From an optimization exercise on the open Yosys and OpenROAD flow, aimed at small area, a short achievable clock period and few clock cycles; shortcuts taken in it are not production practice.
The RTL was checked by simulation tests, not by an equivalence proof against the original design.
Power and IR drop assume default switching activity.

**flow/design.v**
```verilog
module core (
    input   logic         clk_i,
    input   logic         rstn_i,
    output  logic [31:0]  imem_addr_o,
    input   logic [31:0]  imem_rdata_i,
    output  logic [31:0]  dmem_addr_o,
    output  logic [3:0]   dmem_we_o,
    output  logic [31:0]  dmem_wdata_o,
    input   logic [31:0]  dmem_rdata_i,
    output  logic [31:0]  reg_o
  );
  localparam logic [6:0] OP_LUI    = 7'b0110111;
  localparam logic [6:0] OP_AUIPC  = 7'b0010111;
  localparam logic [6:0] OP_JAL    = 7'b1101111;
  localparam logic [6:0] OP_JALR   = 7'b1100111;
  localparam logic [6:0] OP_BRANCH = 7'b1100011;
  localparam logic [6:0] OP_LOAD   = 7'b0000011;
  localparam logic [6:0] OP_STORE  = 7'b0100011;
  localparam logic [6:0] OP_ALUI   = 7'b0010011;
  localparam logic [6:0] OP_ALU    = 7'b0110011;
  logic [31:2] pc_d;         
  logic [31:2] pc_seq;       
  logic        d_valid;      
  logic [31:0] ex_a, ex_b, ex_c;
  logic        ex_cin;
  logic        ex_we, ex_load, ex_store, ex_jal, ex_jalr;
  logic        ex_t_eq, ex_t_ne, ex_t_lt, ex_t_ge;
  logic [4:0]  ex_rd;
  logic [2:0]  ex_f3;
  logic        ex_sel_add, ex_sel_slt, ex_sel_xor, ex_sel_or, ex_sel_and;
  logic        ex_sel_sr, ex_sel_sl, ex_sel_link, ex_sra;
  logic        wb_we, wb_load;
  logic [4:0]  wb_rd;
  logic [2:0]  wb_f3;
  logic [31:0] wb_res;
  logic [31:0] rf_q [31:1];
  logic [31:1] rf_v;
  logic [31:0] g0, p0, gk, pk, gn, pn;
  logic [32:0] cy;
  logic [31:0] sum;
  assign g0 = ex_a & ex_b;
  assign p0 = ex_a ^ ex_b;
  always_comb begin
    gk = g0;
    pk = p0;
    gk[0] = g0[0] | (p0[0] & ex_cin);
    for (int d = 1; d < 32; d = d * 2) begin
      gn = gk;
      pn = pk;
      for (int i = d; i < 32; i++) begin
        gn[i] = gk[i] | (pk[i] & gk[i-d]);
        pn[i] = pk[i] & pk[i-d];
      end
      gk = gn;
      pk = pn;
    end
    cy = {gk, ex_cin};
  end
  assign sum = p0 ^ cy[31:0];
  logic eq, ltu, taken, redirect;
  assign eq  = &p0;
  assign ltu = ~cy[32];
  assign taken    = ex_jal | (ex_t_eq & eq) | (ex_t_ne & ~eq) | (ex_t_lt & ltu) | (ex_t_ge & ~ltu);
  assign redirect = taken | ex_jalr;
  logic [31:0] a_rev, sh_in, shr, shl;
  always_comb
    for (int i = 0; i < 32; i++) a_rev[i] = ex_a[31-i];
  assign sh_in = ex_sel_sl ? a_rev : ex_a;
  assign shr   = 32'($signed({ex_sra & ex_a[31], sh_in}) >>> ex_b[4:0]);
  always_comb
    for (int i = 0; i < 32; i++) shl[i] = shr[31-i];
  logic [31:0] ex_res;
  assign ex_res = ({32{ex_sel_add}}  & sum)
                | ({32{ex_sel_slt}}  & {31'd0, ltu})
                | ({32{ex_sel_xor}}  & p0)
                | ({32{ex_sel_or}}   & (ex_a | ex_b))
                | ({32{ex_sel_and}}  & g0)
                | ({32{ex_sel_sr}}   & shr)
                | ({32{ex_sel_sl}}   & shl)
                | ({32{ex_sel_link}} & ex_c);
  assign dmem_addr_o = sum;
  always_comb begin
    dmem_we_o = 4'b0000;
    if (ex_store && !ex_f3[2]) begin
      case (ex_f3[1:0])
        2'b00:   dmem_we_o = 4'b0001 << sum[1:0];
        2'b01:   dmem_we_o = sum[1] ? 4'b1100 : 4'b0011;
        2'b10:   dmem_we_o = 4'b1111;
        default: dmem_we_o = 4'b0000;
      endcase
    end
  end
  always_comb begin
    case (ex_f3[1:0])
      2'b00:   dmem_wdata_o = {4{ex_c[7:0]}};
      2'b01:   dmem_wdata_o = {2{ex_c[15:0]}};
      default: dmem_wdata_o = ex_c;
    endcase
  end
  always_ff @(posedge clk_i or negedge rstn_i) begin
    if (!rstn_i)
      reg_o <= 32'd0;
    else if (ex_store && sum == 32'h00010000)
      reg_o <= ex_c;
  end
  logic [31:0] ld_word, wb_data;
  logic [15:0] ld_half;
  logic [7:0]  ld_byte;
  assign ld_half = wb_res[1] ? dmem_rdata_i[31:16] : dmem_rdata_i[15:0];
  assign ld_byte = wb_res[0] ? ld_half[15:8] : ld_half[7:0];
  always_comb begin
    case (wb_f3)
      3'b000:  ld_word = {{24{ld_byte[7]}}, ld_byte};
      3'b001:  ld_word = {{16{ld_half[15]}}, ld_half};
      3'b100:  ld_word = {24'd0, ld_byte};
      3'b101:  ld_word = {16'd0, ld_half};
      default: ld_word = dmem_rdata_i;
    endcase
  end
  assign wb_data = wb_load ? ld_word : wb_res;
  always_ff @(posedge clk_i)
    if (wb_we) rf_q[wb_rd] <= wb_data;
  always_ff @(posedge clk_i or negedge rstn_i) begin
    if (!rstn_i)
      rf_v <= '0;
    else if (wb_we)
      rf_v[wb_rd] <= 1'b1;
  end
  logic [31:0] inst;
  logic [6:0]  op;
  logic [2:0]  f3;
  logic [4:0]  rs1, rs2, rd;
  logic        is_lui, is_auipc, is_jal, is_jalr, is_branch, is_load, is_store, is_alui, is_alu;
  logic        uses_rs1, uses_rs2, writes_rd, stall, go;
  assign inst = imem_rdata_i;
  assign op   = inst[6:0];
  assign f3   = inst[14:12];
  assign rs1  = inst[19:15];
  assign rs2  = inst[24:20];
  assign rd   = inst[11:7];
  assign is_lui    = (op == OP_LUI);
  assign is_auipc  = (op == OP_AUIPC);
  assign is_jal    = (op == OP_JAL);
  assign is_jalr   = (op == OP_JALR);
  assign is_branch = (op == OP_BRANCH);
  assign is_load   = (op == OP_LOAD);
  assign is_store  = (op == OP_STORE);
  assign is_alui   = (op == OP_ALUI);
  assign is_alu    = (op == OP_ALU);
  assign uses_rs1  = is_jalr | is_branch | is_load | is_store | is_alui | is_alu;
  assign uses_rs2  = is_branch | is_store | is_alu;
  assign writes_rd = (is_lui | is_auipc | is_jal | is_jalr | is_load | is_alui | is_alu) &&
                     (rd != 5'd0);
  assign stall = d_valid && ex_load && ex_we &&
                 ((uses_rs1 && rs1 == ex_rd) || (uses_rs2 && rs2 == ex_rd));
  assign go    = d_valid && !stall && !redirect;
  logic [31:0] rf1, rf2;
  always_comb begin
    rf1 = 32'd0;
    rf2 = 32'd0;
    for (int i = 1; i < 32; i++) begin
      rf1 = rf1 | ({32{rf_v[i] && rs1 == 5'(i)}} & rf_q[i]);
      rf2 = rf2 | ({32{rf_v[i] && rs2 == 5'(i)}} & rf_q[i]);
    end
  end
  logic [31:0] r1, r2;
  always_comb begin
    if (ex_we && rs1 == ex_rd)      r1 = ex_res;
    else if (wb_we && rs1 == wb_rd) r1 = wb_data;
    else                            r1 = rf1;
    if (ex_we && rs2 == ex_rd)      r2 = ex_res;
    else if (wb_we && rs2 == wb_rd) r2 = wb_data;
    else                            r2 = rf2;
  end
  logic [31:0] imm_i, imm_s, imm_b, imm_u, imm_j, imm;
  assign imm_i = {{20{inst[31]}}, inst[31:20]};
  assign imm_s = {{20{inst[31]}}, inst[31:25], inst[11:7]};
  assign imm_b = {{19{inst[31]}}, inst[31], inst[7], inst[30:25], inst[11:8], 1'b0};
  assign imm_u = {inst[31:12], 12'd0};
  assign imm_j = {{11{inst[31]}}, inst[31], inst[19:12], inst[20], inst[30:21], 1'b0};
  always_comb begin
    if (is_store)                imm = imm_s;
    else if (is_lui || is_auipc) imm = imm_u;
    else                         imm = imm_i;
  end
  logic sub, slt, sltu, xor_, or_, and_, sr, sl, sra, add;
  logic f7b5;
  assign f7b5 = inst[30];
  always_comb begin
    sub = 1'b0; slt = 1'b0; sltu = 1'b0; xor_ = 1'b0; or_ = 1'b0; and_ = 1'b0;
    sr = 1'b0; sl = 1'b0; sra = 1'b0;
    if (is_alu || is_alui) begin
      case (f3)
        3'b000: sub  = is_alu && f7b5;
        3'b001: sl   = 1'b1;
        3'b010: slt  = 1'b1;
        3'b011: sltu = 1'b1;
        3'b100: xor_ = 1'b1;
        3'b101: begin sr = 1'b1; sra = f7b5; end
        3'b110: or_  = 1'b1;
        3'b111: and_ = 1'b1;
      endcase
    end
  end
  assign add = !(slt || sltu || xor_ || or_ || and_ || sr || sl || is_jalr);
  logic br_eq, br_ne, br_lt, br_ge, scmp;
  assign br_eq = is_branch && f3[2:1] == 2'b00 && !f3[0];
  assign br_ne = is_branch && f3[2:1] == 2'b00 &&  f3[0];
  assign br_lt = is_branch && f3[2] && !f3[0];
  assign br_ge = is_branch && f3[2] &&  f3[0];
  assign scmp  = slt || (is_branch && f3[2] && !f3[1]);
  logic        inv;
  logic [31:2] pc_tgt;
  logic [31:0] a_n, b_n, c_n;
  assign inv    = sub || slt || sltu || is_branch;
  assign pc_tgt = pc_d + (is_jal ? imm_j[31:2] : imm_b[31:2]);
  always_comb begin
    if (is_lui)                   a_n = 32'd0;
    else if (is_auipc || is_jal)  a_n = {pc_d, 2'b00};
    else                          a_n = r1;
    a_n[31] = a_n[31] ^ scmp;
    if (is_jal)                   b_n = 32'd4;
    else if (is_alu || is_branch) b_n = r2 ^ {32{inv}};
    else                          b_n = imm ^ {32{inv}};
    b_n[31] = b_n[31] ^ scmp;
    if (is_store)                 c_n = r2;
    else if (is_jalr)             c_n = {pc_seq, 2'b00};
    else                          c_n = {pc_tgt, 2'b00};
  end
  logic [31:2] fa;
  always_comb begin
    if (taken)                         fa = ex_c[31:2];
    else if (ex_jalr)                  fa = sum[31:2];
    else                               fa = pc_seq;
  end
  assign imem_addr_o = {fa, 2'b00};
  always_ff @(posedge clk_i or negedge rstn_i) begin
    if (!rstn_i) begin
      pc_seq    <= '0;
      d_valid   <= 1'b0;
      ex_we     <= 1'b0;
      ex_load   <= 1'b0;
      ex_store  <= 1'b0;
      ex_jal    <= 1'b0;
      ex_jalr   <= 1'b0;
      ex_t_eq   <= 1'b0;
      ex_t_ne   <= 1'b0;
      ex_t_lt   <= 1'b0;
      ex_t_ge   <= 1'b0;
      wb_we     <= 1'b0;
    end else begin
      pc_seq    <= stall ? pc_d : fa + 30'd1;
      d_valid   <= !stall;
      ex_we     <= go && writes_rd;
      ex_load   <= go && is_load;
      ex_store  <= go && is_store;
      ex_jal    <= go && is_jal;
      ex_jalr   <= go && is_jalr;
      ex_t_eq   <= go && br_eq;
      ex_t_ne   <= go && br_ne;
      ex_t_lt   <= go && br_lt;
      ex_t_ge   <= go && br_ge;
      wb_we     <= ex_we;
    end
  end
  always_ff @(posedge clk_i) begin
    if (!stall) pc_d <= fa;
    ex_a        <= a_n;
    ex_b        <= b_n;
    ex_c        <= c_n;
    ex_cin      <= inv;
    ex_rd       <= rd;
    ex_f3       <= f3;
    ex_sel_add  <= add;
    ex_sel_slt  <= slt || sltu;
    ex_sel_xor  <= xor_;
    ex_sel_or   <= or_;
    ex_sel_and  <= and_;
    ex_sel_sr   <= sr;
    ex_sel_sl   <= sl;
    ex_sel_link <= is_jalr;
    ex_sra      <= sra;
    wb_rd       <= ex_rd;
    wb_f3       <= ex_f3;
    wb_load     <= ex_load;
    wb_res      <= ex_res;
  end
endmodule
```
**flow/run.sh**
```bash
#!/bin/bash
# synth_recipe.tcl (not shown) runs the flow's synth.tcl, then flattens the netlist and writes it again
# the make line also repeats each setting of config.mk as NAME=value (left out here)
make -C /OpenROAD-flow-scripts/flow DESIGN_CONFIG=/design/flow/config.mk WORK_HOME=/design/flow/orfs CLKGATE_MAP_FILE= SYNTH_SCRIPT=/design/flow/synth_recipe.tcl finish
```
**flow/config.mk**
```make
export PLATFORM = sky130hd
export DESIGN_NAME = core
export DESIGN_NICKNAME = core
export VERILOG_FILES = /design/flow/design.v
export SDC_FILE = /design/flow/constraint.sdc
export NUM_CORES = 4
export LEC_CHECK = 0
export CAP_MARGIN = 20
export CELL_PAD_IN_SITES_DETAIL_PLACEMENT = 1
export CELL_PAD_IN_SITES_GLOBAL_PLACEMENT = 2
export CORE_MARGIN = 2
export CORE_UTILIZATION = 35
export PLACE_DENSITY = 0.55
export SETUP_SLACK_MARGIN = 5.0
export SLEW_MARGIN = 20
```
**flow/constraint.sdc**
```tcl
create_clock -name core_clock -period 11.0 [get_ports {clk_i}]
set_input_delay 2.2000 -clock core_clock [delete_from_list [all_inputs] [get_ports {clk_i}]]
set_output_delay 2.2000 -clock core_clock [all_outputs]
set_load 0.01 [all_outputs]
```
==> flow_summary.json, run 1 <==
{
  "grt_antenna_before_repair": 17,
  "die_h_um": 432,
  "grt.total_usage": 0.421,
  "p_sw_frac": 0.316,
  "synth_edf_count": 1022,
  "drc": 0,
  "grt_overflow": 0,
  "area_growth_pct": 22.8,
  "nFillCells": 18871,
  "slew_headroom": 0.175,
  "cts_root_buffer": "clkbuf_16",
  "worst_pin_slew_ns": 1.24,
  "crit_slowest_cell": "or3_4",
  "cts_tree": "yes",
  "drive_gt1_frac": 0.216,
  "vdd_drop_max_mv": 0.153,
  "hold_viol_final": 0,
  "synth_cell_types": 109,
  "ios": 198,
  "cp.arrival_ns": 4.12,
  "slew_violations": 0,
  "drt_iter0_drc": 8906,
  "synth_seq_cells": 1281,
  "critPathKind": "flop to output pin",
  "crit_fanout": 6,
  "avgSynthCellArea_um2": 11.7,
  "p_leak_nw": 28.4,
  "grt_pass1_vias": 57306,
  "sequentialPowerShare": 0.434,
  "fin_nets": 5998,
  "viasPerCell": 7.04,
  "internal_power_w": 0.00976,
  "clock_skew_ns": 0.0849,
  "die_width_um": 432,
  "port_buffers": 195,
  "cts.sink_count": 1281,
  "clk_path_buf_depth": 3,
  "drt-total-wl_um": 404000,
  "ys_seq_area_frac": 0.567,
  "cp_top_family": "simple AND/OR/NAND/NOR gates",
  "cts_hold_buf": 0,
  "synth-main-ff-cell": "edfxtp_1",
  "drt-pass1-iter-count": 7,
  "coreArea_um2": 183000,
  "fmax_ghz": 0.158,
  "p_per_area_nw_per_um2": 181,
  "synth_area_um2": 64200,
  "drv_cap": 0,
  "critPathMaxStageDelay_ns": 0.49,
  "die-area_um2": 187000,
  "gp_routability_congestion": 0.954,
  "endpoint_kind": "output pin",
  "gr-usage-met3": 0.0978,
  "synthArstFlopShare": 0.0812,
  "cp_num_buf_inv": 6,
  "hp-class": "flop to flop",
  "clk_pin_slew_ns": 0.07,
  "crit_required_ns": 8.80,
  "wl_per_cell_um": 48.4,
  "share_comb_of_total_power": 0.191,
  "grt_pass1_wl_um": 531000,
  "grt_max_degree": 64,
  "use_met1": 0.507,
  "numCtsBuffers": 152,
  "use_met2": 0.662,
  "tns_ns": 0,
  "finalCritPeriodShare": 0.574,
  "dp.final_hpwl_um": 256000,
  "switchingPower_w": 0.00450,
  "setup_viol": 0,
  "finalCoreUtilization": 0.431,
  "vias": 58791,
  "start_kind": "flop",
  "status": "finished clean",
  "yosys_warnings": 1,
  "insertion_delay_ns": 0.85,
  "drtAntennaViolNets": 0,
  "period_needed_ns": 6.32,
  "dpl_cell_area_um2": 69700,
  "initial_core_util": 0.351,
  "busiest_layer": "met2",
  "grt_setup_unrepaired": "true",
  "final_area_um2": 78800,
  "num_rows": 157,
  "clockPowerShare": 0.375,
  "cts-htree-levels": 4,
  "postSynthCellCount": 5463,
  "crit_chain": "buf_12 > fa_2 > inv_2 > fa_2 > nand2b_4 > a211oi_4 > buf_6 > o21a_4 > o311a_4 > or3_4 > nand2_8 > buf_12 > mux2i_4 > inv_2 > buf_6"
}
power groups by stage:
| stage | registers, W | clock network [W] | logic (W) |
|---|---|---|---|
| after floorplan | 0.00580 | 0 | 0.00129 |
| after global placement | 0.00626 | 0 | 0.00225 |
| after detailed placement | 0.00625 | 0 | 0.00226 |
| after CTS | 0.00616 | 0.00538 | 0.00257 |
| after global routing | 0.00616 | 0.00555 | 0.00288 |
| final | 0.00620 | 0.00534 | 0.00272 |
cells in the final DEF, fill, tap and decap left out, drive strengths merged, types with 66 or more instances in the layout:
cell type	synthesis	final
buf	84	507
nand4	124	124
inv	169	176
and3	96	96
a221oi	288	288
clkbuf	388	195
nor3	124	124
mux2i	85	85
clkinv	3	70
a21oi	251	251
nand3	136	136
edfxtp	1022	1022
dfxtp	155	155
a222oi	66	66
o211ai	80	80
dfrtp	104	104
o21ai	191	191
nand2	321	322
a22o	274	274
ha	106	106
nor2	281	284
clkdlybuf4s50	0	133
a22oi	367	367
flip-flops by register name, summed over array words and instances, names as in the netlist, 3 cells and up:
signal	count
ex_c	32
wb_f3	3
ex_a	32
rf_q	992
ex_b	32
ex_rd	5
wb_rd	5
reg_o	32
pc_d	30
pc_seq	30
rf_v	31
wb_res	32
ex_f3	3
timing repair:
item | CTS | global route
pin swaps | 83 | 52
resized for setup | 545 | 128
setup buffers | 161 | 46
setup endpoints to repair | 159 | 75
gates cloned | 10 | 0
synth_stat cells (all sizes together) (30+ instances only):
cell,number,area [um^2]
nor3,124,621
mux4,40,901
clkbuf,388,1470
inv,169,634
nand4,124,776
ha,106,1330
a21oi,251,1270
mux2i,85,851
a22oi,367,2760
a22o,274,2400
o211ai,80,614
nor2,281,1050
dfxtp,155,3100
a211oi,60,463
and3,96,601
a222oi,66,661
o21bai,30,225
a31oi,32,200
buf,84,475
nand3,136,693
nand2,321,1210
edfxtp,1022,30700
mux2,65,845
xor2,36,315
a21o,53,402
o21ai,191,960
xnor2,65,577
a221oi,288,2520
dfrtp,104,2600
through the flow:
step,worst slack (ns),total power (W),instances,hold slack [ns]
global route,4.55,0.0146,8337,0.357
CTS,4.62,0.0141,8290,0.346
floorplan,5.00,0.00709,5464,0.322
global placement,2.80,0.00851,7835,0.343
finish,4.68,0.0143,8349,0.355
detailed placement,2.74,0.00851,7836,0.341
layer usage:
metal | part of all wire | wire [um]
met4 | 0.086 | 34900
met2 | 0.45 | 182000
met1 | 0.37 | 148000
met5 | 0.00014 | 57
met3 | 0.096 | 38800
cells by family after synthesis:
kind of cell | count (synthesis) | share of synthesized area
AOI/OAI and AO/OA | 1878 | 0.220
xor gates and xnor gates | 101 | 0.0139
adders and majority gates | 109 | 0.0216
buffers and inverters | 644 | 0.0404
DFF | 1281 | 0.567
muxes | 190 | 0.0405
other | 1 | 0.0000585
and+or+nand+nor | 1259 | 0.0964
cell type report:
type | instances | area (um^2) | share of cell area
Sequential cell | 1281 | 36500 | 0.463
Multi-Input combinational cell | 3543 | 27300 | 0.347
Timing Repair Buffer | 671 | 6050 | 0.0768
Clock buffer | 188 | 4080 | 0.0518
Tap cell | 2385 | 2980 | 0.0379
Clock inverter | 95 | 1100 | 0.0139
Inverter | 172 | 661 | 0.00839
Antenna cell | 12 | 30.0 | 0.000381
Timing Repair inverter | 2 | 10.0 | 0.000127
path summary, 6_finish.rpt:
kind | startpoint | endpoint | cells after the start | slack [ns]
setup / recovery | ex_b[0] | imem_addr_o[19] | 15 | 4.68
setup reg to reg | ex_b[0] | reg_o[24] | 16 | 5.14
hold / removal | ex_f3[2] | wb_f3[2] | 0 | 0.36
min in group asynchronous | rstn_i | ex_store | 1 | 1.40
hold reg to reg | ex_f3[2] | wb_f3[2] | 0 | 0.36
max in group asynchronous | rstn_i | pc_seq[15] | 2 | 8.05
Testbench counts, summed over its fixed seeds: cycles 335,727.
==> run 2: changes to the inputs <==
--- a/flow/config.mk
+++ b/flow/config.mk
@@ -12,2 +12,4 @@
 export CORE_UTILIZATION = 35
+export CTS_CLUSTER_DIAMETER = 80
+export CTS_CLUSTER_SIZE = 30
 export PLACE_DENSITY = 0.55
==> run 2 against run 1 <==
Compared with the run above: flip-flop and latch count stayed put; non-clock buffer count is 5 higher; synthesized cell count stayed put; die area stayed put; still clean; largest power group unchanged; fmax is 0.49% lower; sequential share of layout area is 1.1 points higher; clock skew is 0.032 ns lower; first-iteration DRC count is 0.44% higher; via count is 0.85% lower; synthesized area stayed put.
==> flow_summary.json, run 2 <==
{
  "die-area_um2": 187000,
  "crit_fanout": 4,
  "initial_core_util": 0.351,
  "mostFrequentLayoutCells": "1022 x edfxtp_1, 415 x buf_4, 367 x a22oi_1",
  "finalCritPeriodShare": 0.577,
  "cts-htree-levels": 3,
  "nFillCells": 18952,
  "grt_setup_unrepaired": "true",
  "drc": 0,
  "synth_cell_types": 109,
  "synth_top_area_frac": 0.478,
  "worstRegToRegCells": 21,
  "p_per_area_nw_per_um2": 170,
  "synthTopCellsByArea": "edfxtp_1 48%, dfxtp_1 4.8%, a22oi_1 4.3%, dfrtp_1 4.1%, a221oi_1 3.9%",
  "area_growth_pct": 19.9,
  "synthArstFlopShare": 0.0812,
  "ios": 198,
  "cts_root_buffer": "clkbuf_16",
  "drv_cap": 0,
  "start_kind": "flop",
  "hp-class": "flop to flop",
  "cts.sink_count": 1281,
  "postSynthCellCount": 5463,
  "grt_antenna_before_repair": 20,
  "endpoint_kind": "output pin",
  "clk_path_buf_depth": 3,
  "worst_hold_slack_ns": 0.357,
  "tns_ns": 0,
  "clk_pin_slew_ns": 0.08,
  "port_buffers": 195,
  "dp_slack_ns": 2.74,
  "drt_iter0_drc": 8945,
  "yosysMostFrequentCell": "edfxtp_1",
  "dp.final_hpwl_um": 256000,
  "grt_pass1_vias": 56546,
  "coreArea_um2": 183000,
  "yosys_warnings": 1,
  "top_register": "rf_q",
  "fmax_ghz": 0.158,
  "insertion_delay_ns": 0.81,
  "worst_pin_slew_ns": 1.22,
  "p_total_w": 0.0130,
  "slew_violations": 0,
  "ys_seq_area_frac": 0.567,
  "setup_viol": 0,
  "cts_tree": "yes",
  "reg2reg_slack_ns": 5.20,
  "crit_required_ns": 8.80,
  "cp.arrival_ns": 4.15,
  "grt_max_degree": 64,
  "synth_edf_count": 1022,
  "drive_gt1_frac": 0.209,
  "holdPathEnd": "wb_f3[2]",
  "layout_setup_ws_ns": 4.65,
  "grt_pass1_wl_um": 528000,
  "cts_hold_buf": 0,
  "vdd_drop_max_mv": 0.148,
  "vias": 58292,
  "r2r-end": "reg_o[24]",
  "viasPerCell": 7.07,
  "largest_reg_flops": 992,
  "drt-total-wl_um": 402000,
  "hold_viol_final": 0,
  "p_leak_nw": 27.5,
  "drtAntennaViolNets": 0,
  "synth_seq_cells": 1281,
  "synth_area_um2": 64200,
  "final_common_cell": "edfxtp_1",
  "wl_per_cell_um": 48.7,
  "drt-pass1-iter-count": 8,
  "synth-main-ff-cell": "edfxtp_1",
  "num_rows": 157,
  "status": "finished clean",
  "clock_skew_ns": 0.0526,
  "period_needed_ns": 6.35,
  "hold_depth": 0,
  "critPathKind": "flop to output pin",
  "worstReg2RegStart": "ex_b[0]",
  "numCtsBuffers": 98,
  "gp_routability_congestion": 0.954,
  "avgSynthCellArea_um2": 11.7,
  "die_width_um": 432,
  "grt_overflow": 0,
  "slew_headroom": 0.184,
  "fin_nets": 5949,
  "grt.total_usage": 0.419,
  "ys_top_cells_by_count": "1022 x edfxtp_1, 385 x clkbuf_1, 367 x a22oi_1, 320 x nand2_1, 288 x a221oi_1",
  "hp-start": "ex_f3[2]",
  "die_h_um": 432,
  "finalCoreUtilization": 0.421,
  "netlist.top_cell.by_area": "edfxtp_1"
}
==> run 2: worst max-delay path, cell delays in order (launching register included) <==
cell,delay [ns]
dfxtp_4,0.36
buf_12,0.13
fa_2,0.36
inv_2,0.07
fa_2,0.20
nand2b_4,0.14
a211oi_4,0.06
buf_12,0.14
o21a_4,0.21
o31ai_2,0.48
a21oi_1,0.24
nor2_2,0.32
inv_1,0.09
clkdlybuf4s50_1,0.56
==> run 2: area by class of cell <==
| class | count | area (um^2) | share of cell area |
|---|---|---|---|
| clock inverters | 81 | 1130 | 0.0147 |
| flip-flops and latches | 1281 | 36500 | 0.475 |
| multi-input cells | 3543 | 27100 | 0.352 |
| inverters | 172 | 661 | 0.00859 |
| repair inverters | 2 | 10.0 | 0.000130 |
| diodes | 7 | 17.5 | 0.000228 |
| repair buffers | 676 | 6050 | 0.0786 |
| clock buffers | 103 | 2510 | 0.0327 |
| well taps | 2385 | 2980 | 0.0388 |
==> run 2: worst max path at each step <==
stage | slack [ns] | start | end | depth (start not counted)
global route | 4.61 | ex_b[0] | imem_addr_o[14] | 15
global placement | 2.80 | ex_b[4] | imem_addr_o[14] | 12
finish | 4.65 | ex_b[0] | dmem_addr_o[16] | 13
CTS | 4.59 | ex_b[0] | imem_addr_o[22] | 17
detailed placement | 2.74 | ex_b[4] | imem_addr_o[14] | 12
floorplan | 5.00 | ex_b[3] | imem_addr_o[2] | 17
==> run 2: where the power goes <==
group	internal, W	switching [W]	total, W
clock network	0.00193	0.00228	0.00421
registers	0.00555	0.000621	0.00617
logic	0.00110	0.00157	0.00267
==> run 2: what timing repair did <==
action,in CTS,in global routing
gates resized for setup,493,106
pin swaps,67,47
cloned,10,0
buffers inserted,153,59
endpoints found under the setup margin,161,78
==> run 2: kinds of logic after synthesis <==
kind of cell	share of synthesized area
DFF	0.567
xor gates and xnor gates	0.0139
muxes	0.0405
other	0.0000585
AOI/OAI and AO/OA	0.220
buffers and inverters	0.0404
and+or+nand+nor	0.0964
adders and majority gates	0.0216
==> run 2: per-stage QoR <==
| step | instance area (um^2) | std cells |
|---|---|---|
| finish | 76900 | 8250 |
| global route | 76900 | 8245 |
| CTS | 76100 | 8183 |
| detailed placement | 69700 | 7836 |
| global placement | 69700 | 7835 |
| floorplan | 64200 | 5464 |
==> run 2: metal layers <==
layer | GRT usage | up-vias | part of all wire
met5 | 0 | - | 0.00020
met4 | 0.303 | 10 | 0.086
met3 | 0.0880 | 1250 | 0.092
met2 | 0.664 | 4244 | 0.45
met1 | 0.506 | 30357 | 0.37
li1 | - | 22431 | -
==> run 3: changes to the inputs <==
--- a/flow/config.mk
+++ b/flow/config.mk
@@ -11,6 +11,6 @@
 export CORE_MARGIN = 2
-export CORE_UTILIZATION = 35
+export CORE_UTILIZATION = 50
 export CTS_CLUSTER_DIAMETER = 80
 export CTS_CLUSTER_SIZE = 30
-export PLACE_DENSITY = 0.55
+export PLACE_DENSITY = 0.65
 export SETUP_SLACK_MARGIN = 5.0
==> run 3 against run 2 <==
Compared with the run above: still clean; via count is 5.1% higher; power shrank 6.3%; sequential power rose by 0.6%; cell area is 2.5% lower; non-clock buffer count fell by 42; largest cell class unchanged.
==> flow_summary.json, run 3 <==
{
  "status": "finished clean",
  "ios": 198,
  "die_h_um": 362,
  "drt_iter0_drc": 12750,
  "grt_max_degree": 66,
  "internal_power_w": 0.00802,
  "insertion_delay_ns": 0.77,
  "postSynthCellCount": 5463,
  "slew_headroom": 0.114,
  "slew_violations": 0,
  "hold_viol_final": 0,
  "crit_fanout": 17,
  "netlist.top_cell.by_area": "edfxtp_1",
  "port_buffers": 195,
  "initial_core_util": 0.503,
  "endpoint_kind": "flop",
  "dp.final_hpwl_um": 227000,
  "drt-total-wl_um": 363000,
  "p_per_area_nw_per_um2": 163,
  "start_kind": "primary input",
  "use_met2": 0.777,
  "dp_slack_ns": 3.19,
  "area_growth_pct": 16.9,
  "vdd_drop_max_mv": 0.146,
  "synth_area_um2": 64200,
  "use_met1": 0.620,
  "yosysMostFrequentCell": "edfxtp_1",
  "drc": 0,
  "gr-usage-met3": 0.212,
  "crit_required_ns": 11.59,
  "synthTopCellsByArea": "edfxtp_1 48%, dfxtp_1 4.8%, a22oi_1 4.3%, dfrtp_1 4.1%, a221oi_1 3.9%",
  "top_register": "rf_q",
  "critPathMaxStageDelay_ns": 0.86,
  "hp-class": "flop to flop",
  "place_inst": 7080,
  "fmax_ghz": 0.160,
  "fin_nets": 5874,
  "numCtsBuffers": 70,
  "ys_seq_area_frac": 0.567,
  "viasPerCell": 8.23,
  "grt_setup_unrepaired": "true",
  "largest_reg_flops": 992,
  "avgSynthCellArea_um2": 11.7,
  "critPathKind": "primary input to flop",
  "grt_overflow": 0,
  "switchingPower_w": 0.00420,
  "num_rows": 131,
  "grt_antenna_before_repair": 22,
  "cts.sink_count": 1281,
  "grt_pass1_wl_um": 487000,
  "drv_cap": 0,
  "cts_root_buffer": "clkbuf_16",
  "period_needed_ns": 6.24,
  "vias": 61236,
  "finalCoreUtilization": 0.588,
  "mostFrequentLayoutCells": "1022 x edfxtp_1, 395 x buf_4, 367 x a22oi_1",
  "cp_num_buf_inv": 3,
  "die_width_um": 362,
  "grt.total_usage": 0.539,
  "wl_per_cell_um": 48.8,
  "final_cell_count_no_fill": 7437,
  "synth_cell_types": 109,
  "clk_pin_slew_ns": 0.10,
  "cts-htree-levels": 3,
  "synth-main-ff-cell": "edfxtp_1",
  "yosys_warnings": 1,
  "crit_slowest_cell": "clkdlybuf4s50_1",
  "clock_skew_ns": 0.0809,
  "synthArstFlopShare": 0.0812,
  "layout_setup_ws_ns": 4.76,
  "setup_viol": 0,
  "ys_top_cells_by_count": "1022 x edfxtp_1, 385 x clkbuf_1, 367 x a22oi_1, 320 x nand2_1, 288 x a221oi_1",
  "grt_pass1_vias": 59332,
  "tns_ns": 0,
  "finalCritPeriodShare": 0.567,
  "p_sw_frac": 0.343,
  "cts_tree": "yes",
  "cp_top_family": "buffers and inverters",
  "p_leak_nw": 26.9,
  "share_comb_of_total_power": 0.227,
  "drtAntennaViolNets": 0,
  "busiest_layer": "met2",
  "crit_chain": "clkdlybuf4s50_1 > nor2b_1 > and3_2 > buf_4 > buf_4 > a221oi_1 > nand4_1 > nor3_2 > a21oi_1 > a21oi_1 > a211oi_1",
  "die-area_um2": 131000,
  "gp_routability_congestion": 1.03,
  "synth_edf_count": 1022,
  "final_common_cell": "edfxtp_1",
  "worst_pin_slew_ns": 1.32,
  "clk_path_buf_depth": 3,
  "worst_hold_slack_ns": 0.357,
  "sequentialPowerShare": 0.508,
  "drt-pass1-iter-count": 10,
  "coreArea_um2": 128000,
  "cp.arrival_ns": 6.84,
  "synth_seq_cells": 1281,
  "clockPowerShare": 0.265,
  "drive_gt1_frac": 0.197,
  "synth_top_area_frac": 0.478
}
-- run 3: cell counts after synthesis --
Identical to the previous run, type by type.
-- run 3: worst register-to-register path: stages, from the launching register on --
cell,delay [ns]
dfxtp_4,0.38
fa_2,0.41
inv_2,0.07
fa_2,0.19
nand2b_4,0.14
a211oi_4,0.07
buf_12,0.15
buf_4,0.16
o21ai_2,0.22
nand2_1,0.13
a31oi_2,0.25
xnor2_2,0.14
buf_4,0.19
or4_1,0.48
or3_1,0.35
or4_1,0.48
or4_4,0.73
mux2_4,0.43
-- run 3: cell families after synthesis --
logic type,synth area share
xor+xnor,0.0139
other cells,0.0000585
simple gates,0.0964
fa+ha+maj,0.0216
flops,0.567
compound gates,0.220
mux,0.0405
buf+inv,0.0404
-- run 3: stage by stage --
step / area [um^2] / total power [W]
5_1_grt: 74900 / 0.0124
3_5_place_dp: 68500 / 0.00844
2_1_floorplan: 64200 / 0.00709
4_1_cts: 74100 / 0.0118
6_report: 75000 / 0.0122
3_3_place_gp: 68500 / 0.00841
-- run 3: path summary, 6_finish.rpt --
| path | start | endpoint | slack [ns] | depth (start not counted) |
|---|---|---|---|---|
| min in group asynchronous | rstn_i | ex_t_ge | 1.48 | 1 |
| max in group asynchronous | rstn_i | ex_store | 7.96 | 2 |
| worst max-delay path | imem_rdata_i[15] | ex_a[15] | 4.76 | 11 |
| worst min-delay path | ex_f3[1] | wb_f3[1] | 0.36 | 0 |
| worst max register to register | ex_b[0] | reg_o[7] | 5.84 | 17 |
| worst min register to register | ex_f3[1] | wb_f3[1] | 0.36 | 0 |
-- run 3: final cells by class --
class / instances / area, um^2
Tap cell: 1662 / 2080
Antenna cell: 26 / 65.1
Sequential cell: 1281 / 36500
Timing Repair inverter: 1 / 5.00
Fill cell: 12641 / 52500
Clock buffer: 73 / 1760
Multi-Input combinational cell: 3539 / 27400
Clock inverter: 49 / 717
Timing Repair Buffer: 634 / 5800
Inverter: 172 / 666
-- run 3: power by group through the flow --
stage	Sequential [W]	Clock, W	Combinational (W)
6_report	0.00621	0.00324	0.00278
5_1_grt	0.00614	0.00335	0.00289
4_1_cts	0.00612	0.00321	0.00252
3_5_place_dp	0.00623	0	0.00221
3_3_place_gp	0.00623	0	0.00218
2_1_floorplan	0.00580	0	0.00129
-- run 3: routing by layer --
| layer | part of all wire | vias to the layer above |
|---|---|---|
| li1 | - | 22271 |
| met1 | 0.32 | 29846 |
| met2 | 0.41 | 6684 |
| met3 | 0.15 | 2415 |
| met4 | 0.12 | 20 |
| met5 | 0.00099 | - |
-- run 3: timing repair --
| item | 4_1_cts | 5_1_grt |
|---|---|---|
| hold buffers | 0 | 0 |
| endpoints found under the setup margin | 128 | 105 |
| pin swaps | 81 | 50 |
| gates resized for setup | 523 | 128 |
| cloned | 12 | 0 |
| endpoints found under the hold margin | 0 | 0 |
| setup buffers | 156 | 40 |
==> run 4: changes to the inputs <==
--- a/flow/config.mk
+++ b/flow/config.mk
@@ -12,4 +12,4 @@
 export CORE_UTILIZATION = 50
-export CTS_CLUSTER_DIAMETER = 80
-export CTS_CLUSTER_SIZE = 30
+export CTS_CLUSTER_DIAMETER = 70
+export CTS_CLUSTER_SIZE = 26
 export PLACE_DENSITY = 0.65
==> run 4 against run 3 <==
Compared with the run above: still clean; non-clock buffer count fell by 3; core utilization grew 0.49 points; synthesized cell count stayed put; first-iteration DRC count rose by 3.9%; sequential share of layout area fell by 0.40 points; worst setup slack got worse by 0.077 ns; power increased by 4.4%; count of clock-buffer cells in the layout up 21; cell area up 0.84%; hold slack worse by 0.0025 ns; die area unchanged; critical endpoint is now imem_addr_o[27].
==> flow_summary.json, run 4 <==
{
  "grt_pass1_vias": 59378,
  "port_buffers": 195,
  "grt_max_degree": 66,
  "path_common_cell": "buf_6",
  "crit_fanout": 5,
  "drt_iter0_drc": 13252,
  "cp.arrival_ns": 4.12,
  "drc": 0,
  "multiInputGateArea_um2": 27300,
  "worst_pin_slew_ns": 1.28,
  "hold_viol_final": 0,
  "crit_required_ns": 8.80,
  "synth_top_area_frac": 0.478,
  "synth_cell_types": 109,
  "synthMuxAreaShare": 0.0405,
  "die_width_um": 362,
  "status": "finished clean",
  "numCtsBuffers": 89,
  "cts-htree-levels": 3,
  "drive_gt1_frac": 0.201,
  "layout_setup_ws_ns": 4.68,
  "dp_slack_ns": 3.19,
  "synth_area_um2": 64200,
  "nFillCells": 12567,
  "grt_antenna_before_repair": 32,
  "synth_top_family_by_area": "compound AO/OA/AOI/OAI gates",
  "worst_hold_slack_ns": 0.355,
  "gp_routability_congestion": 1.03,
  "grt_overflow": 0,
  "fin_nets": 5891,
  "p_leak_nw": 27.2,
  "fmax_ghz": 0.158,
  "route.met3.wl_um": 55100,
  "hp-class": "flop to flop",
  "p_per_area_nw_per_um2": 169,
  "wirelength_met1_um": 116000,
  "critPathMaxStageDelay_ns": 0.49,
  "num_rows": 131,
  "yosysMostFrequentCell": "edfxtp_1",
  "synth-main-ff-cell": "edfxtp_1",
  "synth-xor-area-share": 0.0139,
  "area_growth_pct": 17.9,
  "crit_chain": "clkinvlp_4 > ha_4 > nand4_1 > nor4_2 > buf_4 > a31oi_4 > or4_4 > nor3_4 > nor2_4 > buf_12 > buf_16 > buf_6 > a221o_1 > buf_6",
  "insertion_delay_ns": 0.78,
  "drv_cap": 0,
  "cts_root_buffer": "clkbuf_16",
  "synthArstFlopShare": 0.0812,
  "finalCritPeriodShare": 0.574,
  "grt_pass1_wl_um": 488000,
  "clock_skew_ns": 0.0631,
  "clk_pin_slew_ns": 0.08,
  "endpoint_kind": "output pin",
  "synthAdderAreaFrac": 0.0216,
  "drt-total-wl_um": 365000,
  "avgSynthCellArea_um2": 11.7,
  "synth-compound-area-share": 0.220,
  "postSynthCellCount": 5463,
  "vias": 61991,
  "die-area_um2": 131000,
  "synthSimpleGateAreaFrac": 0.0964,
  "netlist.top_cell.by_area": "edfxtp_1",
  "mostFrequentLayoutCells": "1022 x edfxtp_1, 394 x buf_4, 367 x a22oi_1",
  "cts_tree": "yes",
  "synth_edf_count": 1022,
  "dp.final_hpwl_um": 227000,
  "vdd_drop_max_mv": 0.190,
  "highest_layer": "met5",
  "finalCoreUtilization": 0.593,
  "grt.total_usage": 0.540,
  "start_kind": "flop",
  "wl_per_cell_um": 48.9,
  "ys_top_cells_by_count": "1022 x edfxtp_1, 385 x clkbuf_1, 367 x a22oi_1, 320 x nand2_1, 288 x a221oi_1",
  "largest_reg_flops": 992,
  "period_needed_ns": 6.32,
  "drtAntennaViolNets": 0,
  "grt_setup_unrepaired": "true",
  "clk_path_buf_depth": 3,
  "critPathKind": "flop to output pin",
  "die_h_um": 362,
  "slew_headroom": 0.137,
  "tns_ns": 0,
  "ys_seq_area_frac": 0.567,
  "yosys_warnings": 1,
  "ff_latch_area_um2": 36500,
  "setup_viol": 0,
  "drt-pass1-iter-count": 10,
  "slew_violations": 0,
  "ios": 198,
  "top_register": "rf_q",
  "crit_slowest_cell": "or4_4",
  "synth_seq_cells": 1281,
  "coreArea_um2": 128000,
  "synthTopCellsByArea": "edfxtp_1 48%, dfxtp_1 4.8%, a22oi_1 4.3%, dfrtp_1 4.1%, a221oi_1 3.9%",
  "initial_core_util": 0.503,
  "viasPerCell": 8.29,
  "wl_met2_um": 150000,
  "cts.sink_count": 1281,
  "final_common_cell": "edfxtp_1"
}
-- run 4: cell count changes in the layout (fill, tap and decap cells not counted), sizes merged, moves of 2 or more --
cell,change
dlygate4sd2,+2
clkdlybuf4s15,+2
inv,+6
clkinvlp,+3
clkinv,+10
buf,-4
clkbuf,+19
-- run 4: kinds of logic after synthesis --
group	Yosys count
compound gates	1878
xor+xnor	101
fa+ha+maj	109
buf+inv	644
flops	1281
mux	190
other cells	1
simple gates	1259
-- run 4: path summary, 6_finish.rpt --
kind | from | to | slack (ns) | depth (start not counted)
max | ex_a[31] | imem_addr_o[27] | 4.68 | 14
min | ex_f3[1] | wb_f3[1] | 0.35 | 0
max reg2reg | ex_a[0] | reg_o[23] | 5.39 | 16
min reg2reg | ex_f3[1] | wb_f3[1] | 0.35 | 0
max in group asynchronous | rstn_i | ex_jalr | 7.96 | 2
min in group asynchronous | rstn_i | rf_v[17] | 1.51 | 1
-- run 4: final cells by class --
type | count | share of cell area
antenna | 25 | 0.000827
clock buffer | 94 | 0.0304
clock inverter | 68 | 0.0125
inverter | 172 | 0.00885
multi-input combinational | 3539 | 0.361
sequential | 1281 | 0.483
tap | 1662 | 0.0275
timing repair buffer | 631 | 0.0757
timing repair inverter | 2 | 0.000182
-- run 4: stage by stage --
stage	area, um^2	cells	power, W
2_1_floorplan	64200	5464	0.00709
3_3_place_gp	68500	7080	0.00841
3_5_place_dp	68500	7080	0.00844
4_1_cts	74700	7402	0.0124
5_1_grt	75600	7451	0.0129
6_report	75600	7474	0.0128
-- run 4: what timing repair did --
item                                   CTS  global route
pin swaps                               75            44
hold buffers                             0             0
gates cloned                            11             0
setup endpoints to repair              133           106
buffers inserted                       149            47
gates resized for setup                508           121
endpoints found under the hold margin    0             0
-- run 4: where the power goes --
group / internal, W / switching [W]
logic: 0.00112 / 0.00164
clock network: 0.00172 / 0.00206
registers: 0.00555 / 0.000655
-- run 4: worst max-delay path, delay by kind of cell, from the launching register on --
kind            cells  cell delay [ns]
fa+ha+maj           1             0.34
flops               1             0.39
compound gates      2             0.52
simple gates        5             1.24
buf+inv             6             0.89
-- run 4: per-layer routing --
metal | vias to the layer above | GRT usage
met4 | 30 | 0.484
met2 | 6818 | 0.779
met1 | 30285 | 0.620
met3 | 2501 | 0.214
met5 | - | 0.000740
li1 | 22357 | -
==> run 5: changes to the inputs <==
--- a/flow/config.mk
+++ b/flow/config.mk
@@ -11,6 +11,6 @@
 export CORE_MARGIN = 2
-export CORE_UTILIZATION = 50
-export CTS_CLUSTER_DIAMETER = 70
-export CTS_CLUSTER_SIZE = 26
-export PLACE_DENSITY = 0.65
+export CORE_UTILIZATION = 45
+export CTS_CLUSTER_DIAMETER = 80
+export CTS_CLUSTER_SIZE = 30
+export PLACE_DENSITY = 0.6
 export SETUP_SLACK_MARGIN = 5.0
==> run 5 against run 4 <==
Compared with the run above: critical endpoint is now imem_addr_o[9]; power fell by 1.8%; register-to-register slack worse by 0.17 ns; critical path type unchanged; clock power fell by 5.8%; highest routed layer unchanged; wire length is 0.78% higher; cell area barely moved; largest power group unchanged; non-clock buffer count up 5; still clean.
==> flow_summary.json, run 5 <==
{
  "status": "finished clean",
  "netlist.top_cell.by_area": "edfxtp_1",
  "grt_antenna_before_repair": 19,
  "num_rows": 138,
  "finalCoreUtilization": 0.534,
  "fin_nets": 5887,
  "drv_cap": 0,
  "die_h_um": 382,
  "die_width_um": 382,
  "nFillCells": 14342,
  "cts_hold_buf": 0,
  "finalCritPeriodShare": 0.574,
  "clock_skew_ns": 0.0855,
  "synth-xor-area-share": 0.0139,
  "dpl_cell_area_um2": 69000,
  "layout_setup_ws_ns": 4.69,
  "ys_top_cells_by_count": "1022 x edfxtp_1, 385 x clkbuf_1, 367 x a22oi_1, 320 x nand2_1, 288 x a221oi_1",
  "drc": 0,
  "hold_viol_final": 0,
  "fmax_ghz": 0.158,
  "cts.sink_count": 1281,
  "viasPerCell": 7.80,
  "area_growth_pct": 17.8,
  "grt.total_usage": 0.490,
  "mostFrequentLayoutCells": "1022 x edfxtp_1, 384 x buf_4, 367 x a22oi_1",
  "final_common_cell": "edfxtp_1",
  "worst_pin_slew_ns": 1.29,
  "cp.arrival_ns": 4.11,
  "vdd_drop_max_mv": 0.201,
  "crit_required_ns": 8.80,
  "critPathKind": "flop to output pin",
  "coreArea_um2": 142000,
  "yosys_warnings": 1,
  "synth_top_family_by_area": "compound AO/OA/AOI/OAI gates",
  "top_register": "rf_q",
  "ys_seq_area_frac": 0.567,
  "worst_hold_slack_ns": 0.411,
  "gp_routability_congestion": 1.02,
  "drive_gt1_frac": 0.198,
  "largest_reg_flops": 992,
  "final_area_um2": 75600,
  "endpoint_kind": "output pin",
  "drt-total-wl_um": 368000,
  "synthArstFlopShare": 0.0812,
  "wl_per_cell_um": 48.0,
  "slew_violations": 0,
  "p_per_area_nw_per_um2": 166,
  "ios": 198,
  "reg2reg_slack_ns": 5.22,
  "grt_overflow": 0,
  "avgSynthCellArea_um2": 11.7,
  "clk_path_buf_depth": 3,
  "dp.final_hpwl_um": 235000,
  "insertion_delay_ns": 0.78,
  "cts_tree": "yes",
  "synth_area_um2": 64200,
  "synth-main-ff-cell": "edfxtp_1",
  "crit_fanout": 5,
  "synth_edf_count": 1022,
  "synth_seq_cells": 1281,
  "grt_max_degree": 64,
  "synthAdderAreaFrac": 0.0216,
  "synth_cell_types": 109,
  "drtAntennaViolNets": 0,
  "dp_slack_ns": 3.44,
  "synth_top_area_frac": 0.478,
  "synth-compound-area-share": 0.220,
  "synthTopCellsByArea": "edfxtp_1 48%, dfxtp_1 4.8%, a22oi_1 4.3%, dfrtp_1 4.1%, a221oi_1 3.9%",
  "start_kind": "flop",
  "slew_headroom": 0.136,
  "drt-pass1-iter-count": 14,
  "p_leak_nw": 27.0,
  "drt_iter0_drc": 10727,
  "synthMuxAreaShare": 0.0405,
  "grt_setup_unrepaired": "true",
  "setup_viol": 0,
  "vias": 59867,
  "cts-htree-levels": 3,
  "tns_ns": 0,
  "clk_pin_slew_ns": 0.11,
  "synthSimpleGateAreaFrac": 0.0964,
  "initial_core_util": 0.453,
  "period_needed_ns": 6.31,
  "port_buffers": 195,
  "die-area_um2": 146000,
  "yosysMostFrequentCell": "edfxtp_1",
  "numCtsBuffers": 80,
  "grt_pass1_vias": 57554,
  "cts_root_buffer": "clkbuf_16",
  "postSynthCellCount": 5463,
  "hp-class": "flop to flop",
  "grt_pass1_wl_um": 490000
}
[run 5: changes by cell type in the layout (fill, tap and decap cells not counted), moves of 5 or more]
cell	change
inv_6	-6
clkinv_8	-7
nor3_1	+12
dlymetal6s2s_1	-7
nor3_2	-11
clkbuf_16	-6
diode_2	-17
buf_6	+12
a21oi_2	-5
buf_4	-10
[run 5: kinds of logic after synthesis]
family | count (synthesis)
buffers and inverters | 644
xor gates and xnor gates | 101
AOI/OAI and AO/OA | 1878
other | 1
adders and majority gates | 109
muxes | 190
DFF | 1281
and+or+nand+nor | 1259
[run 5: power breakdown]
part,internal [W],switching (W),leakage [nW]
combinational,0.00116,0.00168,13.7
clock,0.00156,0.00201,1.41
sequential,0.00555,0.000562,12.0
total,0.00827,0.00426,27.0
[run 5: path summary, 6_finish.rpt]
kind,from,endpoint,cells after the start
setup / recovery,ex_a[29],imem_addr_o[9],15
hold / removal,ex_load,wb_load,0
setup reg to reg,ex_a[0],reg_o[26],19
hold reg to reg,ex_load,wb_load,0
max in group asynchronous,rstn_i,ex_jalr,3
min in group asynchronous,rstn_i,ex_t_ne,1
[run 5: timing repair]
action                     in CTS  in global routing
resized for setup             506                123
buffers inserted              119                 53
pin swaps                      62                 46
gates cloned                   11                  2
setup endpoints to repair     110                 63
[run 5: final cells by class]
class / count / area (um^2) / share of cell area
clock buffer: 86 / 2070 / 0.0274
sequential: 1281 / 36500 / 0.483
clock inverter: 61 / 865 / 0.0114
multi-input combinational: 3539 / 27200 / 0.360
tap: 1890 / 2360 / 0.0313
inverter: 172 / 663 / 0.00878
antenna: 8 / 20.0 / 0.000265
timing repair buffer: 636 / 5860 / 0.0775
timing repair inverter: 2 / 10.0 / 0.000132
[run 5: through the flow]
stage / power (W) / cells
4_1_cts: 0.0123 / 7611
6_report: 0.0125 / 7675
2_1_floorplan: 0.00709 / 5464
3_3_place_gp: 0.00847 / 7333
3_5_place_dp: 0.00848 / 7334
5_1_grt: 0.0128 / 7667
[run 5: critical path: stages (launching register included)]
cell and delay (ns):
dfxtp_4 0.49, inv_4 0.05, ha_4 0.24, nand4_1 0.22, nor4_2 0.06, buf_4 0.16, buf_6 0.13, and4_4 0.19
or4_4 0.56, or3_4 0.40, nand2_8 0.10, buf_12 0.14, buf_6 0.11, mux2i_4 0.26, inv_2 0.09, buf_6 0.13
[run 5: metal layers]
layer,routed length (um),global-route usage
met1,124000,0.578
met2,155000,0.723
met3,50000,0.169
met4,39000,0.397
met5,198,0
==> run 6: changes to the inputs <==
--- a/flow/design.v
+++ b/flow/design.v
@@ -156,19 +156,15 @@
   assign go    = d_valid && !stall && !redirect;
-  logic [31:0] rf1, rf2;
-  always_comb begin
-    rf1 = 32'd0;
-    rf2 = 32'd0;
+  logic        hx1, hw1, hx2, hw2;
+  logic [31:0] r1, r2;
+  assign hx1 = ex_we && rs1 == ex_rd;
+  assign hw1 = wb_we && rs1 == wb_rd && !hx1;
+  assign hx2 = ex_we && rs2 == ex_rd;
+  assign hw2 = wb_we && rs2 == wb_rd && !hx2;
+  always_comb begin
+    r1 = ({32{hx1}} & ex_res) | ({32{hw1}} & wb_data);
+    r2 = ({32{hx2}} & ex_res) | ({32{hw2}} & wb_data);
     for (int i = 1; i < 32; i++) begin
-      rf1 = rf1 | ({32{rf_v[i] && rs1 == 5'(i)}} & rf_q[i]);
-      rf2 = rf2 | ({32{rf_v[i] && rs2 == 5'(i)}} & rf_q[i]);
-    end
-  end
-  logic [31:0] r1, r2;
-  always_comb begin
-    if (ex_we && rs1 == ex_rd)      r1 = ex_res;
-    else if (wb_we && rs1 == wb_rd) r1 = wb_data;
-    else                            r1 = rf1;
-    if (ex_we && rs2 == ex_rd)      r2 = ex_res;
-    else if (wb_we && rs2 == wb_rd) r2 = wb_data;
-    else                            r2 = rf2;
+      r1 = r1 | ({32{rf_v[i] && rs1 == 5'(i) && !hx1 && !hw1}} & rf_q[i]);
+      r2 = r2 | ({32{rf_v[i] && rs2 == 5'(i) && !hx2 && !hw2}} & rf_q[i]);
+    end
   end
@@ -216,10 +212,11 @@
   assign pc_tgt = pc_d + (is_jal ? imm_j[31:2] : imm_b[31:2]);
-  always_comb begin
-    if (is_lui)                   a_n = 32'd0;
-    else if (is_auipc || is_jal)  a_n = {pc_d, 2'b00};
-    else                          a_n = r1;
+  logic use_pc, use_r1, use_r2, use_imm;
+  assign use_pc  = is_auipc || is_jal;
+  assign use_r1  = !(is_lui || use_pc);
+  assign use_r2  = is_alu || is_branch;
+  assign use_imm = !(use_r2 || is_jal);
+  always_comb begin
+    a_n = ({32{use_pc}} & {pc_d, 2'b00}) | ({32{use_r1}} & r1);
     a_n[31] = a_n[31] ^ scmp;
-    if (is_jal)                   b_n = 32'd4;
-    else if (is_alu || is_branch) b_n = r2 ^ {32{inv}};
-    else                          b_n = imm ^ {32{inv}};
+    b_n = (({32{use_r2}} & r2) | ({32{use_imm}} & imm) | {29'd0, is_jal, 2'b00}) ^ {32{inv}};
     b_n[31] = b_n[31] ^ scmp;
--- a/flow/config.mk
+++ b/flow/config.mk
@@ -11,6 +11,6 @@
 export CORE_MARGIN = 2
-export CORE_UTILIZATION = 45
-export CTS_CLUSTER_DIAMETER = 80
-export CTS_CLUSTER_SIZE = 30
-export PLACE_DENSITY = 0.6
+export CORE_UTILIZATION = 50
+export CTS_CLUSTER_DIAMETER = 70
+export CTS_CLUSTER_SIZE = 26
+export PLACE_DENSITY = 0.65
 export SETUP_SLACK_MARGIN = 5.0
==> run 6 against run 5 <==
Compared with the run above: flip-flop and latch count unchanged; non-clock buffer count is 8 lower; critical endpoint is now imem_addr_o[28]; critical path type unchanged; highest routed layer unchanged; via count increased by 1.3%; die area decreased by 11%; global-route usage up 4.5 points; clock power is 8.1% higher.
==> flow_summary.json, run 6 <==
{
  "status": "finished clean",
  "synth_seq_cells": 1281,
  "tns_ns": 0,
  "crit_required_ns": 8.80,
  "internal_power_w": 0.00834,
  "drive_gt1_frac": 0.205,
  "grt.total_usage": 0.535,
  "avgSynthCellArea_um2": 12.0,
  "synth-main-ff-cell": "edfxtp_1",
  "dp.final_hpwl_um": 224000,
  "drt_iter0_drc": 13585,
  "yosysMostFrequentCell": "edfxtp_1",
  "vdd_drop_max_mv": 0.204,
  "period_needed_ns": 6.32,
  "drt-pass1-iter-count": 10,
  "endpoint_kind": "output pin",
  "worst_pin_slew_ns": 1.24,
  "grt_overflow": 0,
  "clk_path_buf_depth": 3,
  "fmax_ghz": 0.158,
  "dp_slack_ns": 3.01,
  "drt-total-wl_um": 359000,
  "grt_pass1_wl_um": 480000,
  "final_common_cell": "edfxtp_1",
  "switchingPower_w": 0.00424,
  "dpl_cell_area_um2": 68300,
  "grt_setup_unrepaired": "true",
  "clock_skew_ns": 0.110,
  "busiest_layer": "met2",
  "ys_seq_area_frac": 0.572,
  "use_met1": 0.609,
  "synth_edf_count": 1022,
  "top_register": "rf_q",
  "synth_cell_types": 97,
  "fin_nets": 5772,
  "cts_root_buffer": "clkbuf_16",
  "viasPerCell": 8.26,
  "insertion_delay_ns": 0.82,
  "critPathKind": "flop to output pin",
  "cts.sink_count": 1281,
  "nFillCells": 12376,
  "clk_pin_slew_ns": 0.08,
  "hold_viol_final": 0,
  "layout_setup_ws_ns": 4.68,
  "initial_core_util": 0.505,
  "crit_fanout": 6,
  "numCtsBuffers": 91,
  "die_width_um": 361,
  "setup_viol": 0,
  "coreArea_um2": 126000,
  "synthArstFlopShare": 0.0812,
  "port_buffers": 195,
  "clockPowerShare": 0.307,
  "area_growth_pct": 18.3,
  "grt_max_degree": 56,
  "gp_routability_congestion": 1.05,
  "slew_violations": 0,
  "sequentialPowerShare": 0.491,
  "postSynthCellCount": 5302,
  "yosys_warnings": 1,
  "grt_pass1_vias": 57924,
  "die_h_um": 361,
  "p_sw_frac": 0.337,
  "synthTopCellsByArea": "edfxtp_1 48%, dfxtp_1 4.9%, a22oi_1 4.7%, dfrtp_1 4.1%, a221oi_1 3.7%",
  "use_met2": 0.760,
  "drv_cap": 0,
  "ios": 198,
  "largest_reg_flops": 992,
  "start_kind": "flop",
  "grt_antenna_before_repair": 16,
  "p_leak_nw": 26.4,
  "hp-class": "flop to flop",
  "cts_tree": "yes",
  "gr-usage-met3": 0.240,
  "final_area_um2": 75200,
  "vias": 60652,
  "drtAntennaViolNets": 0,
  "mostFrequentLayoutCells": "1022 x edfxtp_1, 392 x a22oi_1, 377 x buf_4",
  "share_comb_of_total_power": 0.202,
  "synth_area_um2": 63600,
  "p_per_area_nw_per_um2": 167,
  "cts-htree-levels": 3,
  "num_rows": 130,
  "drc": 0,
  "slew_headroom": 0.164,
  "ys_top_cells_by_count": "1022 x edfxtp_1, 394 x a22oi_1, 366 x nand2_1, 305 x clkbuf_1, 266 x a221oi_1",
  "cp.arrival_ns": 4.12,
  "wl_per_cell_um": 48.9,
  "netlist.top_cell.by_area": "edfxtp_1",
  "die-area_um2": 130000,
  "synth_top_area_frac": 0.483,
  "finalCritPeriodShare": 0.575
}
[run 6: area by class of cell]
type	count	area [um^2]	area share
diodes	16	40.0	0.000532
clock buffers	96	2310	0.0307
clock inverters	74	1060	0.0141
inverters	141	563	0.00749
multi-input cells	3452	27000	0.358
flip-flops and latches	1281	36500	0.485
well taps	1650	2060	0.0274
repair buffers	628	5710	0.0760
repair inverters	2	13.8	0.000183
[run 6: repair_timing]
item / CTS / global route
hold buffers: 0 / 0
pin swaps: 45 / 56
setup buffers: 109 / 60
resized for setup: 468 / 174
cloned: 9 / 3
endpoints found under the setup margin: 201 / 90
[run 6: logic make-up after synthesis]
logic type,after synthesis,share of synthesized area
AOI/OAI and AO/OA,1808,0.213
xor gates and xnor gates,129,0.0178
adders and majority gates,109,0.0218
buffers and inverters,570,0.0360
DFF,1281,0.572
muxes,188,0.0412
other,1,0.0000590
and+or+nand+nor,1216,0.0979
[run 6: stage by stage]
step / hold slack [ns] / utilization / instances / total power (W)
after global routing: 0.404 / 0.597 / 7325 / 0.0128
after detailed placement: 0.372 / 0.542 / 6971 / 0.00831
after CTS: 0.392 / 0.588 / 7259 / 0.0123
after floorplan: 0.332 / - / 5303 / 0.00702
after global placement: 0.376 / 0.542 / 6971 / 0.00828
final: 0.390 / 0.597 / 7340 / 0.0126
[run 6: power by group through the flow]
stage	clock (W)	sequential, W	combinational, W
after floorplan	0	0.00581	0.00121
after global placement	0	0.00621	0.00207
after detailed placement	0	0.00620	0.00211
after CTS	0.00383	0.00610	0.00233
after global routing	0.00399	0.00613	0.00265
final	0.00386	0.00617	0.00254
[run 6: worst paths after layout]
check                      startpoint              end  slack, ns  cells after the start
setup / recovery              ex_b[0]  imem_addr_o[28]       4.68                     14
hold / removal                ex_load          wb_load       0.39                      0
setup reg to reg              ex_b[0]       pc_seq[30]       5.18                     20
hold reg to reg               ex_load          wb_load       0.39                      0
max in group asynchronous      rstn_i          ex_jalr       8.18                      2
min in group asynchronous      rstn_i       pc_seq[25]       1.50                      1
[run 6: routing by layer]
metal / vias up / wire length, um
met5: - / 337
met2: 6684 / 146000
met3: 2412 / 57800
met4: 13 / 42400
li1: 21917 / -
met1: 29626 / 113000
[run 6: critical path, cell delays in order (launching register included)]
cell     delay [ns]
dfxtp_4        0.37
fa_2           0.42
fa_2           0.40
nand3_4        0.10
a21oi_4        0.11
or4_4          0.54
and3_4         0.22
o21a_4         0.22
nor2_4         0.15
buf_12         0.15
buf_6          0.10
buf_8          0.10
mux2i_4        0.25
inv_2          0.09
buf_6          0.13
Testbench counts of run 6, summed over its fixed seeds: cycles 335,727.

## what the ideal ports hide
How much do the figures lean on ideal ports? The routed layouts below were timed once more, with nothing changed but the port constraints.
Step 1 assumes that a clkbuf_16 drives the clock port and a buf_2 every other input.
Step 2 adds t to the input delays and takes it off the output delays; t is the mean of the earliest and latest rising clock arrival at the registers after step 1. Input paths then give back, and output paths get back, about the clock's delay inside the block.
a / b / c = ideal / step 1 / step 2; a / b = the first two.
| run | t, ns | setup slack, ns | worst setup path after step 2 | worst register clock-pin slew, ns | pins driven straight from the clock port |
|---|---|---|---|---|---|
| run 1 | 0.901 | 4.683 / 4.588 / 4.053 | input to register | 0.08 / 0.08 | 1 |
| run 2 | 0.874 | 4.652 / 4.559 / 4.022 | input to register | 0.11 / 0.11 | 1 |
| run 3 | 0.815 | 4.758 / 4.694 / 3.995 | input to register | 0.12 / 0.12 | 1 |
| run 4 | 0.839 | 4.681 / 4.594 / 3.945 | input to register | 0.11 / 0.11 | 1 |
| run 5 | 0.825 | 4.688 / 4.603 / 4.101 | input to register | 0.12 / 0.12 | 1 |
| run 6 | 0.859 | 4.679 / 4.581 / 4.117 | input to register | 0.11 / 0.11 | 1 |
After both steps every run listed still meets setup and hold. The setup slack of run 3, which loses most, moves by -0.064 ns with the drivers and by -0.763 ns with both steps.
